From an optimization exercise on the open Yosys and OpenROAD flow, aimed at small area; shortcuts taken in it are not production practice.
The RTL was checked by simulation tests, not by an equivalence proof against the original design.
No activity file was given, so power comes from the tool's default toggle rates.

## job 101
==> flow/design.v (excerpt) <==
module moldudp64 #(
	parameter AXI_DATA_W  = 64,
	parameter AXI_KEEP_W  = 8,
	parameter SID_W       = 80,
	parameter SEQ_NUM_W   = 64,
	parameter ML_W        = 16,  
	parameter EOS_MSG_CNT = {ML_W{1'b1}}, 
	parameter OV_DATA_W  = 64-ML_W, 
	parameter OV_KEEP_W  = (OV_DATA_W/8), 
	parameter OV_KEEP_LW = 3  
)(
	input clk,
	input nreset,
	input                  udp_axis_tvalid_i,
	input [AXI_KEEP_W-1:0] udp_axis_tkeep_i,
	input [AXI_DATA_W-1:0] udp_axis_tdata_i,
	input                  udp_axis_tlast_i,
	input                  udp_axis_tuser_i,
	output                 udp_axis_tready_o,
	output logic                 miss_seq_num_v_o,
	output logic [SID_W-1:0]     miss_seq_num_sid_o,
	output logic [SEQ_NUM_W-1:0] miss_seq_num_start_o,	
	output logic [SEQ_NUM_W-1:0] miss_seq_num_cnt_o,
	output logic                 miss_sid_v_o,
	output logic [SID_W-1:0]     miss_sid_start_o,
	output logic [SEQ_NUM_W-1:0] miss_sid_seq_num_start_o,
	output logic [SID_W-1:0]     miss_sid_cnt_o,
	output logic [SEQ_NUM_W-1:0] miss_sid_seq_num_end_o,	
	output logic            flatlined_v_o,
	output [SID_W-1:0]      mold_msg_sid_o,
	output [SEQ_NUM_W-1:0]  mold_msg_seq_num_o,
	output                   mold_msg_v_o,
	output                   mold_msg_start_o,  
	output [AXI_KEEP_LW-1:0] mold_msg_len_o,
	output [AXI_DATA_W-1:0]  mold_msg_data_o, 
	output                   mold_msg_ov_v_o,
	output [OV_KEEP_LW-1:0]  mold_msg_ov_len_o,
	output [OV_DATA_W-1:0]   mold_msg_ov_data_o
);
Size: about 3800 cells after synthesis, ~350 flip-flops, roughly 29000 um^2 of cells after synthesis.
clock: 8.0 ns
lec_check: 0
abc_area: 1
cap_margin: 10
core_margin: 2
core_utilization: 40
cts_buf_list: sky130_fd_sc_hd__clkbuf_16
cts_cluster_diameter: 80
cts_cluster_size: 30
setup_slack_margin: 0.1
slew_margin: 10
standard.sh (not shown) runs the stock make flow with config.mk's settings and CLKGATE_MAP_FILE= SYNTH_SCRIPT=/design/flow/synth_recipe.tcl, a recipe that flattens the netlist after the stock synthesis.
==> flow/flow/run.sh <==
#!/bin/bash
set -euo pipefail
export BUFFER_PORTS_ARGS="-buffer_cell sky130_fd_sc_hd__buf_1"
bash standard.sh > standard.log 2>&1
Modified inputs, job 102 compared to job 101
-- flow/config.mk --
<<< job 101, line 8
export ABC_AREA = 1
export CAP_MARGIN = 10
export CORE_MARGIN = 2
>>> job 102, line 8
export ABC_AREA = 1
export CAP_MARGIN = 20
export CORE_MARGIN = 2
<<< job 101, line 15
export SETUP_SLACK_MARGIN = 0.1
export SLEW_MARGIN = 10
>>> job 102, line 15
export SETUP_SLACK_MARGIN = 0.1
export SLEW_MARGIN = 20
## What came out
Job 102 has completed all stages; timing, DRC and antenna checks passed. Reported for job 101 and job 102, post-detailed-route DRC marker count turned out identical to the last digit. From job 102 to job 101, total chip power did not move at all. Reported for job 101 and job 102, number of gates on the worst path with buffers counted turned out identical to the last digit. Job 101 -> job 102: die width flat. Re wire length: no difference whatsoever between job 101 and job 102. The total length of routed met2 wires on job 101 is in line with that on job 102. Share of post-route cells with drive strength above 1 essentially unchanged between job 101 and job 102. Job 102 vs. job 101: clock-cell share of area closely matched the old numbers, clock buffer count in the final layout closely matched the old numbers.

========
Setup of JK:
Another version of the RTL of moldudp64 (not shown whole).
For scale: ~350 flip-flops, about 840 I/O pins, ~30000 um^2 of cells after synthesis.
Settings: LEC_CHECK=0, ABC_AREA=1, CAP_MARGIN=0, CORE_MARGIN=2, CORE_UTILIZATION=40, CTS_BUF_LIST=sky130_fd_sc_hd__clkbuf_8, CTS_CLUSTER_DIAMETER=60, CTS_CLUSTER_SIZE=16, SLEW_MARGIN=0; clock period 8.0 ns.
==> flow/flow/run.sh <==
#!/bin/bash
set -euo pipefail
export BUFFER_PORTS_ARGS="-buffer_cell sky130_fd_sc_hd__buf_1"
export RECOVER_POWER=100
bash standard.sh > standard.log 2>&1
[JK] flow finished | final checks: failed | reasons: max-capacitance violations, max-slew violations
Input-level comparison between MS and JK:
# JK
export LEC_CHECK = 0
export ABC_AREA = 1
export CAP_MARGIN = 0
export CORE_MARGIN = 2
export CORE_UTILIZATION = 40
export CTS_BUF_LIST = sky130_fd_sc_hd__clkbuf_8
export CTS_CLUSTER_DIAMETER = 60
export CTS_CLUSTER_SIZE = 16
export SLEW_MARGIN = 0
create_clock -name core_clock -period 8.0 [get_ports {clk}]
# MS
export LEC_CHECK = 0
export ABC_AREA = 1
export CAP_MARGIN = 20
export CORE_MARGIN = 2
export CORE_UTILIZATION = 40
export CTS_BUF_LIST = sky130_fd_sc_hd__clkbuf_8
export CTS_CLUSTER_DIAMETER = 60
export CTS_CLUSTER_SIZE = 16
export SLEW_MARGIN = 20
create_clock -name core_clock -period 8.0 [get_ports {clk}]
diff --git a/flow/flow/run.sh b/flow/flow/run.sh
--- a/flow/flow/run.sh
+++ b/flow/flow/run.sh
@@ -4 +3,0 @@
-export RECOVER_POWER=100
--- outcome ---
MS has post-route clock period utilization below what JK had.
The layout from JK, despite a flow that completed every stage, fails the layout checks, with the failing checks listed as max-capacitance violations, max-slew violations.
The flow did not stop early for MS: all stages ran, and the layout cleared the timing, DRC and antenna checks.
MS vs. JK: share of power burned in combinational logic neither gained nor lost much, storage element area neither gained nor lost much, overall power neither gained nor lost much, final non-filler cell total neither gained nor lost much, sum of net half-perimeters after detailed placement neither gained nor lost much.
The overall routed net length of JK and that of MS are within noise of each other.
JK → MS: design area +about 0.6%, number of vias in the routed layout ~0 delta.

========
try-sierra:
Another version of the RTL of moldudp64 (not shown whole).
Size: roughly 3700 cells after synthesis, about 350 flip-flops, roughly 840 I/O pins, about 28000 um^2 of cells after synthesis.
export LEC_CHECK = 0
export ABC_AREA = 1
export CAP_MARGIN = 20
export CORE_MARGIN = 2
export CORE_UTILIZATION = 40
export CTS_BUF_LIST = sky130_fd_sc_hd__clkbuf_16
export CTS_CLUSTER_DIAMETER = 90
export CTS_CLUSTER_SIZE = 30
export PLACE_DENSITY = 0.75
export SETUP_SLACK_MARGIN = 0.1
export SLEW_MARGIN = 20
create_clock -name core_clock -period 8.0 [get_ports {clk}]
==> flow/flow/run.sh <==
#!/bin/bash
set -euo pipefail
export BUFFER_PORTS_ARGS="-buffer_cell sky130_fd_sc_hd__buf_1"
bash standard.sh > standard.log 2>&1
The inputs of try-pepper differ from those of try-sierra as listed below.
Settings: SLEW_MARGIN: 20 -> 10; CAP_MARGIN: 20 -> 10; CTS_CLUSTER_DIAMETER: 90 -> 80; PLACE_DENSITY: 0.75 -> unset.
--- outcome ---
- Going from try-sierra to try-pepper, count of clock-buffer cells in the layout saw an increase, total stage count of the critical path saw an increase.
- try-pepper ends up with a relative area change from synthesis to final layout that is 0.91 points higher than in try-sierra.
- Looking at endpoint of the most critical setup path, the seq_q[55]$_DFFE_PP_ result is from try-pepper; the miss_sid_cnt_o[59] one comes from try-sierra.
Edits applied to the flow inputs when going from try-pepper to try-violet:
Settings: changing CAP_MARGIN from 10 to 20; removing SETUP_SLACK_MARGIN (formerly 0.1); changing SLEW_MARGIN from 10 to 20.
Findings:
try-violet vs. try-pepper: number of cells on the worst reg-to-reg path went down by about 2%. Compared try-pepper against try-violet; wire length within noise. In the tables for try-violet and try-pepper, initial antenna violation count reads higher with try-violet. Changes observed in try-violet relative to try-pepper: global-route usage held steady; routed length on met2 shrank by 360 um; total power shrank by 0.15 mW; clock-buffer cell count shrank by 2. More vias were needed by try-pepper than by try-violet. On cell count after synthesis, try-violet and try-pepper are neck and neck. Share of the cycle needed by the critical path after routing (try-violet over try-pepper): increase, 3.0 points.

========
moldudp64 again, from the RTL that the note above started with.
Design moldudp64, start of the top module:
module moldudp64 #(
	parameter AXI_DATA_W  = 64,
	parameter AXI_KEEP_W  = 8,
	parameter SID_W       = 80,
	parameter SEQ_NUM_W   = 64,
	parameter ML_W        = 16,  
	parameter EOS_MSG_CNT = {ML_W{1'b1}}, 
	parameter OV_DATA_W  = 64-ML_W, 
	parameter OV_KEEP_W  = (OV_DATA_W/8), 
	parameter OV_KEEP_LW = 3  
)(
	input clk,
	input nreset,
	input                  udp_axis_tvalid_i,
	input [AXI_KEEP_W-1:0] udp_axis_tkeep_i,
	input [AXI_DATA_W-1:0] udp_axis_tdata_i,
	input                  udp_axis_tlast_i,
	input                  udp_axis_tuser_i,
	output                 udp_axis_tready_o,
	output logic                 miss_seq_num_v_o,
	output logic [SID_W-1:0]     miss_seq_num_sid_o,
	output logic [SEQ_NUM_W-1:0] miss_seq_num_start_o,	
	output logic [SEQ_NUM_W-1:0] miss_seq_num_cnt_o,
	output logic                 miss_sid_v_o,
	output logic [SID_W-1:0]     miss_sid_start_o,
	output logic [SEQ_NUM_W-1:0] miss_sid_seq_num_start_o,
	output logic [SID_W-1:0]     miss_sid_cnt_o,
	output logic [SEQ_NUM_W-1:0] miss_sid_seq_num_end_o,	
	output logic            flatlined_v_o,
	output [SID_W-1:0]      mold_msg_sid_o,
	output [SEQ_NUM_W-1:0]  mold_msg_seq_num_o,
	output                   mold_msg_v_o,
	output                   mold_msg_start_o,  
	output [AXI_KEEP_LW-1:0] mold_msg_len_o,
	output [AXI_DATA_W-1:0]  mold_msg_data_o, 
	output                   mold_msg_ov_v_o,
	output [OV_KEEP_LW-1:0]  mold_msg_ov_len_o,
	output [OV_DATA_W-1:0]   mold_msg_ov_data_o
);
==> flow/config.mk <==
export PLATFORM = sky130hd
export DESIGN_NAME = moldudp64
export DESIGN_NICKNAME = moldudp64
export VERILOG_FILES = /design/flow/design.v
export SDC_FILE = /design/flow/constraint.sdc
export NUM_CORES = 4
export LEC_CHECK = 0
export ABC_AREA = 1
export CAP_MARGIN = 20
export CORE_MARGIN = 2
export CORE_UTILIZATION = 40
export CTS_BUF_LIST = sky130_fd_sc_hd__clkbuf_16
export CTS_CLUSTER_DIAMETER = 80
export CTS_CLUSTER_SIZE = 30
export SETUP_SLACK_MARGIN = 0.1
export SLEW_MARGIN = 20
==> flow/constraint.sdc <==
create_clock -name core_clock -period 8.0 [get_ports {clk}]
set_input_delay 1.6000 -clock core_clock [delete_from_list [all_inputs] [get_ports {clk}]]
set_output_delay 1.6000 -clock core_clock [all_outputs]
set_load 0.01 [all_outputs]
Scripts as last shown in full above: flow/flow/run.sh
The starting point finished with timing, DRC and antenna clean.
==> next run, changes <==
CORE_UTILIZATION = 55   (was 40)
Outcome:
- The new run failed in I/O pin placement, error PPL-0024
- synthesized area is unchanged
- synthesized cell count is unchanged
==> next run, changes <==
CORE_UTILIZATION = 40   (was 55)
PLACE_DENSITY = 0.75   (was not set)
Effect: With this change the flow passed the timing, DRC and antenna checks. Synthesized cell count is unchanged. Synthesized area stays the same.

[what the ideal ports hide]
How much do the figures lean on ideal ports? The routed layouts below were timed once more, with nothing changed but the port constraints.
Step 1 (the two cells are an assumption about what drives the block):
set clk [get_ports {clk}]
set_driving_cell -lib_cell sky130_fd_sc_hd__clkbuf_16 $clk
set_driving_cell -lib_cell sky130_fd_sc_hd__buf_2 [delete_from_list [all_inputs] $clk]
Step 2 moves the port delays by t, midway between the first and last clock arrival at a register: inputs arrive t later, outputs are due t later. That takes back most of the time a late clock gives input paths.
a / b / c = no drivers / after step 1 / after step 2; a / b = the first two.
run	shift t [ns]	setup slack, ns	hold slack, ns	clock arrival spread, ns	slew at the worst register clock pin (ns)
job 101	0.696	0.408 / 0.448 / -0.248	0.435 / 0.435 / 0.435	0.032 / 0.032	0.11 / 0.11
job 102	0.696	0.408 / 0.448 / -0.248	0.435 / 0.435 / 0.435	0.032 / 0.032	0.11 / 0.11
JK	0.707	0.138 / 0.079 / -0.273	0.413 / 0.413 / 0.413	0.040 / 0.040	0.10 / 0.10
MS	0.706	0.151 / 0.092 / -0.228	0.413 / 0.413 / 0.413	0.040 / 0.040	0.10 / 0.10
try-sierra	0.664	0.652 / 0.587 / 0.031	0.426 / 0.426 / 0.426	0.041 / 0.042	0.11 / 0.11
try-pepper	0.701	0.686 / 0.726 / 0.025	0.417 / 0.417 / 0.417	0.030 / 0.030	0.11 / 0.11
try-violet	0.683	0.447 / 0.492 / -0.191	0.421 / 0.421 / 0.421	0.027 / 0.027	0.11 / 0.11
the first run of note 4	0.684	0.582 / 0.628 / -0.057	0.420 / 0.420 / 0.420	0.028 / 0.027	0.11 / 0.11
the third run of note 4	0.679	0.564 / 0.535 / -0.076	0.425 / 0.425 / 0.425	0.043 / 0.043	0.11 / 0.11
The setup slack of try-pepper, which loses most, moves by +0.040 ns with the drivers and by -0.661 ns with both steps.
